Background: an optimization exercise with open tools, aiming at small area, a short achievable clock period and few clock cycles per item. Do not read the settings as production practice.
Function was checked by simulation only, so behaviour that the tests miss may differ from the original.

==> flow/design.v <==
module mul(
    input             clk,
    input             rst,
    input             clear_pipeline,
    input             mul_initial,
    input      [2:0]  mul_para,
    input      [31:0] mul_rs0,
    input      [31:0] mul_rs1,
    output            mul_ready,
    output            mul_finished,
    output     [31:0] mul_data,
    input             mul_ack
);
    function [5:0] lzc(input [31:0] x);
        reg [15:0] v0; reg [15:0] c0;
        reg [7:0]  v1; reg [15:0] c1;
        reg [3:0]  v2; reg [11:0] c2;
        reg [1:0]  v3; reg [7:0]  c3;
        reg        v4; reg [4:0]  c4;
        integer i;
        begin
            for (i = 0; i < 16; i = i + 1) begin
                v0[i] = x[2*i+1] | x[2*i];
                c0[i] = ~x[2*i+1];
            end
            for (i = 0; i < 8; i = i + 1) begin
                v1[i] = v0[2*i+1] | v0[2*i];
                c1[2*i +: 2] = v0[2*i+1] ? {1'b0, c0[2*i+1]} : {1'b1, c0[2*i]};
            end
            for (i = 0; i < 4; i = i + 1) begin
                v2[i] = v1[2*i+1] | v1[2*i];
                c2[3*i +: 3] = v1[2*i+1] ? {1'b0, c1[2*(2*i+1) +: 2]} : {1'b1, c1[2*(2*i) +: 2]};
            end
            for (i = 0; i < 2; i = i + 1) begin
                v3[i] = v2[2*i+1] | v2[2*i];
                c3[4*i +: 4] = v2[2*i+1] ? {1'b0, c2[3*(2*i+1) +: 3]} : {1'b1, c2[3*(2*i) +: 3]};
            end
            v4 = v3[1] | v3[0];
            c4 = v3[1] ? {1'b0, c3[7:4]} : {1'b1, c3[3:0]};
            lzc = v4 ? {1'b0, c4} : 6'd32;
        end
    endfunction
    localparam S_IDLE = 2'd0, S_ITER = 2'd1, S_WB = 2'd2;
    reg  [1:0]  state;
    reg         fin;
    reg  [2:0]  op;
    reg         neg;
    reg  [32:0] A;
    reg  [31:0] X, Y, OUT, OUT2;
    reg         v2;          
    reg  [3:0]  cnt;
    reg         first;       
    wire last     = (cnt == 4'd0);
    wire is_div   = op[2];
    assign mul_ready    = (state == S_IDLE) |
                          (~v2 & ((state == S_WB) | ((state == S_ITER) & last & ~neg)));
    assign mul_finished = fin;
    assign mul_data     = OUT;
    wire accept = mul_initial & mul_ready & ~clear_pipeline;
    wire        i_div = mul_para[2];
    wire        sA = i_div ? (~mul_para[0] & mul_rs0[31]) : ((mul_para[1:0] != 2'b11) & mul_rs0[31]);
    wire        sB = i_div ? (~mul_para[0] & mul_rs1[31]) : (~mul_para[1] & mul_rs1[31]);
    wire [32:0] eA = {sA, mul_rs0};
    wire [32:0] eB = {sB, mul_rs1};
    wire [32:0] nA = 33'd0 - eA;
    wire [32:0] nB = 33'd0 - eB;
    wire [31:0] mA = sA ? nA[31:0] : mul_rs0;
    wire [31:0] mB = sB ? nB[31:0] : mul_rs1;
    wire        pA = &(mul_rs0[31:1] | ~mul_rs0[30:0]);
    wire        pB = &(mul_rs1[31:1] | ~mul_rs1[30:0]);
    wire [5:0]  lzA = sA ? lzc(~mul_rs0) - {5'd0, pA} : lzc(mul_rs0);
    wire [5:0]  lzB = sB ? lzc(~mul_rs1) - {5'd0, pB} : lzc(mul_rs1);
    wire        swap   = lzA > lzB;
    wire        m_neg  = sA ^ sB;
    wire [32:0] mcand  = swap ? (sA ? nB : eB) : (sB ? nA : eA);
    wire [31:0] mplr   = swap ? mA : mB;
    wire [5:0]  lzm    = swap ? lzA : lzB;
    wire        m_zero = lzm[5];
    wire        d_zero = (mul_rs1 == 32'd0);
    wire [6:0]  sdiff  = {1'b0, lzB} - {1'b0, lzA};
    wire        d_less = sdiff[6];
    wire [31:0] sh_in  = i_div ? mB : mplr;
    wire [4:0]  sh_amt = i_div ? (sdiff[4:0] | 5'd1) : {lzm[4:3], 3'b000};
    wire        fill   = ~i_div & m_neg;
    wire [32:0] sh_out = ({1'b0, sh_in} << sh_amt) | ({33{fill}} & ~({33{1'b1}} << sh_amt));
    wire        i_direct = i_div ? (d_zero | d_less) : m_zero;
    wire [31:0] direct_res = ~i_div      ? 32'd0 :
                             mul_para[1] ? mul_rs0 :
                             d_zero      ? 32'hffffffff : 32'd0;
    wire        i_neg = i_div & (mul_para[1] ? sA : (sA ^ sB));
    wire [8:0]  bq = {X[31:24], X[23] & ~last};
    localparam [63:0] SEXT = 64'h0 - (64'd85 << 34);
    reg  [63:0] pp_sum;
    integer k;
    always @* begin
        pp_sum = {X[23:0], Y, 8'b0} + SEXT + ({63'd0, first} << 40);
        for (k = 0; k < 4; k = k + 1) begin : booth
            reg one, two, ng;
            reg [34:0] row;
            one = bq[2*k+1] ^ bq[2*k];
            two = (bq[2*k+2] & ~bq[2*k+1] & ~bq[2*k]) | (~bq[2*k+2] & bq[2*k+1] & bq[2*k]);
            ng  = bq[2*k+2];
            row = ({35{one}} & {A[32], A[32], A}) | ({35{two}} & {A[32], A, 1'b0});
            row = row ^ {35{ng}};
            pp_sum = pp_sum + ({28'd0, ~row[34], row[33:0]} << (2*k)) + ({63'd0, ng} << (2*k));
        end
    end
    wire [63:0] m_sum = pp_sum;
    wire [31:0] m_hi  = m_sum[63:32];
    wire [33:0] d_diff1 = {2'b0, Y} - {1'b0, A};
    wire        d_ge1   = ~d_diff1[33];
    wire [31:0] d_y1    = d_ge1 ? d_diff1[31:0] : Y;
    wire [32:0] d_diff2 = {1'b0, d_y1} - {1'b0, A[32:1]};
    wire        d_ge2   = ~d_diff2[32];
    wire [31:0] d_y2    = d_ge2 ? d_diff2[31:0] : d_y1;
    wire [31:0] d_q     = {X[29:0], d_ge1, d_ge2};
    wire        sel_x   = is_div ? ~op[1] : (op[1:0] != 2'b00);
    wire [31:0] it_x    = is_div ? d_q  : m_hi;
    wire [31:0] it_y    = is_div ? d_y2 : m_sum[31:0];
    wire [31:0] it_res  = sel_x ? it_x : it_y;
    wire [31:0] wb_v   = sel_x ? X : Y;
    wire [31:0] wb_res = (wb_v ^ {32{neg}}) + {31'd0, neg};
    wire       occ0    = ~fin | (~v2 & mul_ack);
    wire       occ2    = v2 & ~mul_ack;
    wire       occ1    = ~occ0 & ~occ2;
    wire       it_done = (state == S_ITER) & last;
    wire       res1    = (it_done & ~neg) | (state == S_WB);         
    wire [31:0] res1_v = (state == S_WB) ? wb_res : it_res;
    wire       push1   = res1 & ~occ2;
    wire       push2   = accept & i_direct & ~occ2 & ~(occ1 & push1);  
    always @(posedge clk or posedge rst)
        if (rst) begin
            state <= S_IDLE;
            fin   <= 1'b0;
            v2    <= 1'b0;
        end else if (clear_pipeline) begin
            state <= S_IDLE;
            fin   <= 1'b0;
            v2    <= 1'b0;
        end else begin
            fin <= ~occ0 | push1 | push2;
            v2  <= occ2 | (occ1 & (push1 | push2)) | (push1 & push2);
            if (accept)
                state <= ~i_direct ? S_ITER : push2 ? S_IDLE : S_WB;
            else if (it_done)
                state <= push1 ? S_IDLE : S_WB;
            else if (push1)
                state <= S_IDLE;
        end
    always @(posedge clk) begin
        if (occ0)
            OUT <= push1 ? res1_v : direct_res;
        else if (mul_ack)
            OUT <= OUT2;
        if (occ1)
            OUT2 <= push1 ? res1_v : direct_res;
        else if (occ0)
            OUT2 <= direct_res;
    end
    always @(posedge clk) begin
        if (state == S_ITER) begin
            cnt   <= cnt - 4'd1;
            first <= 1'b0;
            A   <= is_div ? (A >> 2) : A;
            X   <= it_x;
            Y   <= it_y;
        end
        if (accept) begin
            op  <= mul_para;
            neg <= i_neg & ~i_direct;
            A   <= i_div ? sh_out : mcand;
            X   <= i_direct ? direct_res : i_div ? 32'd0 : sh_out[31:0];
            Y   <= i_direct ? direct_res : i_div ? mA : (lzm[2:0] == 3'd0) ? mcand[31:0] : 32'd0;
            first <= ~i_div & m_neg & (lzm[2:0] != 3'd0);
            cnt <= i_div ? sdiff[4:1] : {2'b00, 2'd3 - lzm[4:3]};
        end
    end
endmodule
export LEC_CHECK = 0
export ABC_AREA = 1
export CAP_MARGIN = 20
export CORE_MARGIN = 2
export CORE_UTILIZATION = 45
export PLACE_DENSITY = 0.72
export SETUP_SLACK_MARGIN = 5
export SLEW_MARGIN = 20
export TNS_END_PERCENT = 100
create_clock -name core_clock -period 13.0 [get_ports {clk}]
standard.sh (not shown) runs the stock make flow with config.mk's settings and CLKGATE_MAP_FILE= SYNTH_SCRIPT=/design/flow/synth_recipe.tcl, a recipe that flattens the netlist after the stock synthesis.
==> flow/flow/run.sh <==
#!/bin/bash
# The standard layout (standard.sh with the settings of config.mk), except
# that the buffers it puts on every input and output port are
# sky130_fd_sc_hd__buf_4 cells rather than the delay cells buffer_ports picks
# by default, and that the timing repair aims at a setup margin of 6 ns.
# Each step's full output goes to its own log here.
set -euo pipefail
export BUFFER_PORTS_ARGS="-buffer_cell sky130_fd_sc_hd__buf_4"
sed "s/SETUP_SLACK_MARGIN=[0-9.]*/SETUP_SLACK_MARGIN=6/" standard.sh > standard_margin.sh
grep -q "SETUP_SLACK_MARGIN=6 " standard_margin.sh
bash standard.sh synth > synth.log 2>&1
bash standard_margin.sh > layout.log 2>&1
The baseline finished with timing, DRC and antenna clean.
Testbench counts at the start, summed over its fixed seeds: cycles 33,427, items 12,000.
==> next run, changes <==
==> flow/flow/run.sh (replaced) <==
#!/bin/bash
set -euo pipefail
export BUFFER_PORTS_ARGS="-buffer_cell sky130_fd_sc_hd__buf_4"
bash standard.sh synth > synth.log 2>&1
bash standard.sh > layout.log 2>&1
--- a/flow/config.mk
+++ b/flow/config.mk
@@ -12 +11,0 @@
-export PLACE_DENSITY = 0.72
The changed run went through all stages and came out clean.
Area after synthesis stays the same.
Worst hold slack got worse by 0.0098 ns.
==> next run, changes <==
==> flow/flow/run.sh (replaced) <==
#!/bin/bash
# The standard layout (standard.sh with the settings of config.mk), except
# that the buffers it puts on every input and output port are
# sky130_fd_sc_hd__buf_4 cells rather than the delay cells buffer_ports picks
# by default, and that the timing repair aims at a setup margin of 6 ns.
# Each step's full output goes to its own log here.
set -euo pipefail
export BUFFER_PORTS_ARGS="-buffer_cell sky130_fd_sc_hd__buf_4"
sed "s/SETUP_SLACK_MARGIN=[0-9.]*/SETUP_SLACK_MARGIN=6/" standard.sh > standard_margin.sh
grep -q "SETUP_SLACK_MARGIN=6 " standard_margin.sh
bash standard.sh synth > synth.log 2>&1
bash standard_margin.sh > layout.log 2>&1
--- a/flow/config.mk
+++ b/flow/config.mk
@@ -11 +11 @@
-export CORE_UTILIZATION = 45
+export CORE_UTILIZATION = 55
Outcome:
- The new run ran to the end with no violations
- synthesized cell count does not change
- wire length falls by a few percent
- clock skew falls by 0.0070 ns
- clock-buffer cell count is unchanged
- global-route usage rises by 6.1 points
- synthesized area does not change
- worst hold slack improves by 0.0080 ns
- via count rises by a few percent
==> next run, changes <==
==> flow/run.sh (new file) <==
#!/bin/bash
# synth_recipe.tcl (not shown) runs the flow's synth.tcl, then flattens the netlist and writes it again
# the make line also repeats each setting of config.mk as NAME=value (left out here)
make -C /OpenROAD-flow-scripts/flow DESIGN_CONFIG=/design/flow/config.mk WORK_HOME=/design/flow/orfs CLKGATE_MAP_FILE= SYNTH_SCRIPT=/design/flow/synth_recipe.tcl finish
--- a/flow/config.mk
+++ b/flow/config.mk
@@ -11 +11 @@
-export CORE_UTILIZATION = 55
+export CORE_UTILIZATION = 45
removed: flow/flow/run.sh
removed: flow/standard.sh
=> The changed run completed without violations; sequential cell count is unchanged; design area decreases by 1.2%; worst setup slack loses 0.89 ns; routed wire length goes up by 3.9%; register-to-register slack loses 0.78 ns; clock skew barely changes; synthesized cell count stays the same; final cell count goes up by 2.3%; via count goes down by 3.5%.

---

## P
// mul: RTL as listed in full above, without the edits since
==> flow/config.mk <==
export PLATFORM = sky130hd
export DESIGN_NAME = mul
export DESIGN_NICKNAME = mul
export VERILOG_FILES = /design/flow/design.v
export SDC_FILE = /design/flow/constraint.sdc
export NUM_CORES = 4
export LEC_CHECK = 0
export ABC_AREA = 1
export CAP_MARGIN = 20
export CORE_MARGIN = 2
export CORE_UTILIZATION = 45
export SETUP_SLACK_MARGIN = 5
export SLEW_MARGIN = 20
export TNS_END_PERCENT = 100
==> flow/constraint.sdc <==
create_clock -name core_clock -period 13.0 [get_ports {clk}]
set_input_delay 2.6000 -clock core_clock [delete_from_list [all_inputs] [get_ports {clk}]]
set_output_delay 2.6000 -clock core_clock [all_outputs]
set_load 0.01 [all_outputs]
==> flow/flow/run.sh <==
#!/bin/bash
# The standard layout (standard.sh with the settings of config.mk), except
# that the buffers it puts on every input and output port are
# sky130_fd_sc_hd__buf_4 cells rather than the delay cells buffer_ports picks
# by default, and that the timing repair aims at a setup margin of 6.25 ns.
# Each step's full output goes to its own log here.
set -euo pipefail
export BUFFER_PORTS_ARGS="-buffer_cell sky130_fd_sc_hd__buf_4"
sed "s/SETUP_SLACK_MARGIN=[0-9.]*/SETUP_SLACK_MARGIN=6.25/" standard.sh > standard_margin.sh
grep -q "SETUP_SLACK_MARGIN=6.25 " standard_margin.sh
bash standard.sh synth > synth.log 2>&1
bash standard_margin.sh > layout.log 2>&1
In summary, P completed successfully, with a layout that passed the timing, DRC and antenna checks.
Testbench counts of P, summed over its fixed seeds: cycles 33,427, items 12,000.
Modified inputs, Q compared to P
==> flow/flow/run.sh <==
#!/bin/bash
# The standard layout (standard.sh with the settings of config.mk), except
# that the buffers it puts on every input and output port are
# sky130_fd_sc_hd__buf_4 cells rather than the delay cells buffer_ports picks
# by default, and that the timing repair aims at a setup margin of 6 ns.
# Each step's full output goes to its own log here.
set -euo pipefail
export BUFFER_PORTS_ARGS="-buffer_cell sky130_fd_sc_hd__buf_4"
sed "s/SETUP_SLACK_MARGIN=[0-9.]*/SETUP_SLACK_MARGIN=6/" standard.sh > standard_margin.sh
grep -q "SETUP_SLACK_MARGIN=6 " standard_margin.sh
bash standard.sh synth > synth.log 2>&1
bash standard_margin.sh > layout.log 2>&1
| post-route clock period utilization | lower: P |. Non-clock buffer count delta for Q relative to P: 52 lower. Re I/O pin count: no difference whatsoever between P and Q. Per the comparison of Q with P, slack of the critical path shrank by 0.21 ns; global-route usage lower; share of post-route cells with drive strength above 1 fell 3.6 points; clock distribution area overhead in the final layout essentially unchanged. As far as total of buffers placed on input and output ports goes, Q and P are indistinguishable; the numbers are identical. Looking at Q and P, the average routed wire per standard cell is a wash. Die footprint: P vs Q identical.
Here is what was changed in the inputs of R compared with Q.
==> flow/flow/run.sh <==
#!/bin/bash
# The standard layout (standard.sh with the settings of config.mk), except
# that the buffers it puts on every input and output port are
# sky130_fd_sc_hd__buf_4 cells rather than the delay cells buffer_ports picks
# by default, and that the timing repair aims at a setup margin of 6.5 ns.
# Each step's full output goes to its own log here.
set -euo pipefail
export BUFFER_PORTS_ARGS="-buffer_cell sky130_fd_sc_hd__buf_4"
sed "s/SETUP_SLACK_MARGIN=[0-9.]*/SETUP_SLACK_MARGIN=6.5/" standard.sh > standard_margin.sh
grep -q "SETUP_SLACK_MARGIN=6.5 " standard_margin.sh
bash standard.sh synth > synth.log 2>&1
bash standard_margin.sh > layout.log 2>&1
## What came out
Both conditions hold for Q: the flow ran to the end and the final layout passed the timing, DRC and antenna checks.
R completed; timing, DRC and antenna clean
Compared with Q, R shows a lower detailed-router iteration count before antenna repair.
Changes observed in R relative to Q: number of cells after detailed placement level; final weighted congestion in routability-driven placement level; arrival time of the worst setup path moved down; signed area change from the synthesized netlist to the final layout moved up.

[re-timing with driven ports]
Ports are ideal in the flow. The routed layouts listed here were re-timed in OpenROAD. Step 1 (the two cells are an assumption about what drives the block):
set clk [get_ports {clk}]
set_driving_cell -lib_cell sky130_fd_sc_hd__clkbuf_16 $clk
set_driving_cell -lib_cell sky130_fd_sc_hd__buf_2 [delete_from_list [all_inputs] $clk]
Step 2 times the ports against the registers' clock, not the clock port: input delays grow and output delays shrink by t, the midpoint of the rising clock arrivals with the driver on. Three values: no drivers, after step 1, after step 2; two values: the first two.
run | shift t [ns] | slack for setup (ns) | hold WS [ns] | clock arrival spread, ns | cell pins on the clock port's net
the first run of note 1 | 0.525 | 5.996 / 6.036 / 5.511 | 0.535 / 0.535 / 0.535 | 0.022 / 0.022 | 1
the second run of note 1 | 0.542 | 5.189 / 5.189 / 4.712 | 0.525 / 0.525 / 0.525 | 0.031 / 0.031 | 1
the third run of note 1 | 0.524 | 6.036 / 6.036 / 5.572 | 0.533 / 0.533 / 0.533 | 0.024 / 0.025 | 1
the fourth run of note 1 | 0.526 | 5.145 / 5.182 / 4.656 | 0.525 / 0.525 / 0.525 | 0.023 / 0.023 | 1
P | 0.548 | 6.291 / 6.340 / 5.792 | 0.525 / 0.525 / 0.525 | 0.031 / 0.031 | 1
Q | 0.544 | 6.079 / 6.084 / 5.540 | 0.524 / 0.524 / 0.524 | 0.026 / 0.026 | 1
R | 0.554 | 6.452 / 6.452 / 5.958 | 0.527 / 0.527 / 0.527 | 0.022 / 0.022 | 1
After both steps setup and hold are still met in every run listed. For Q, which loses most, drivers alone change the setup slack by +0.005 ns; drivers and shift together by -0.539 ns.
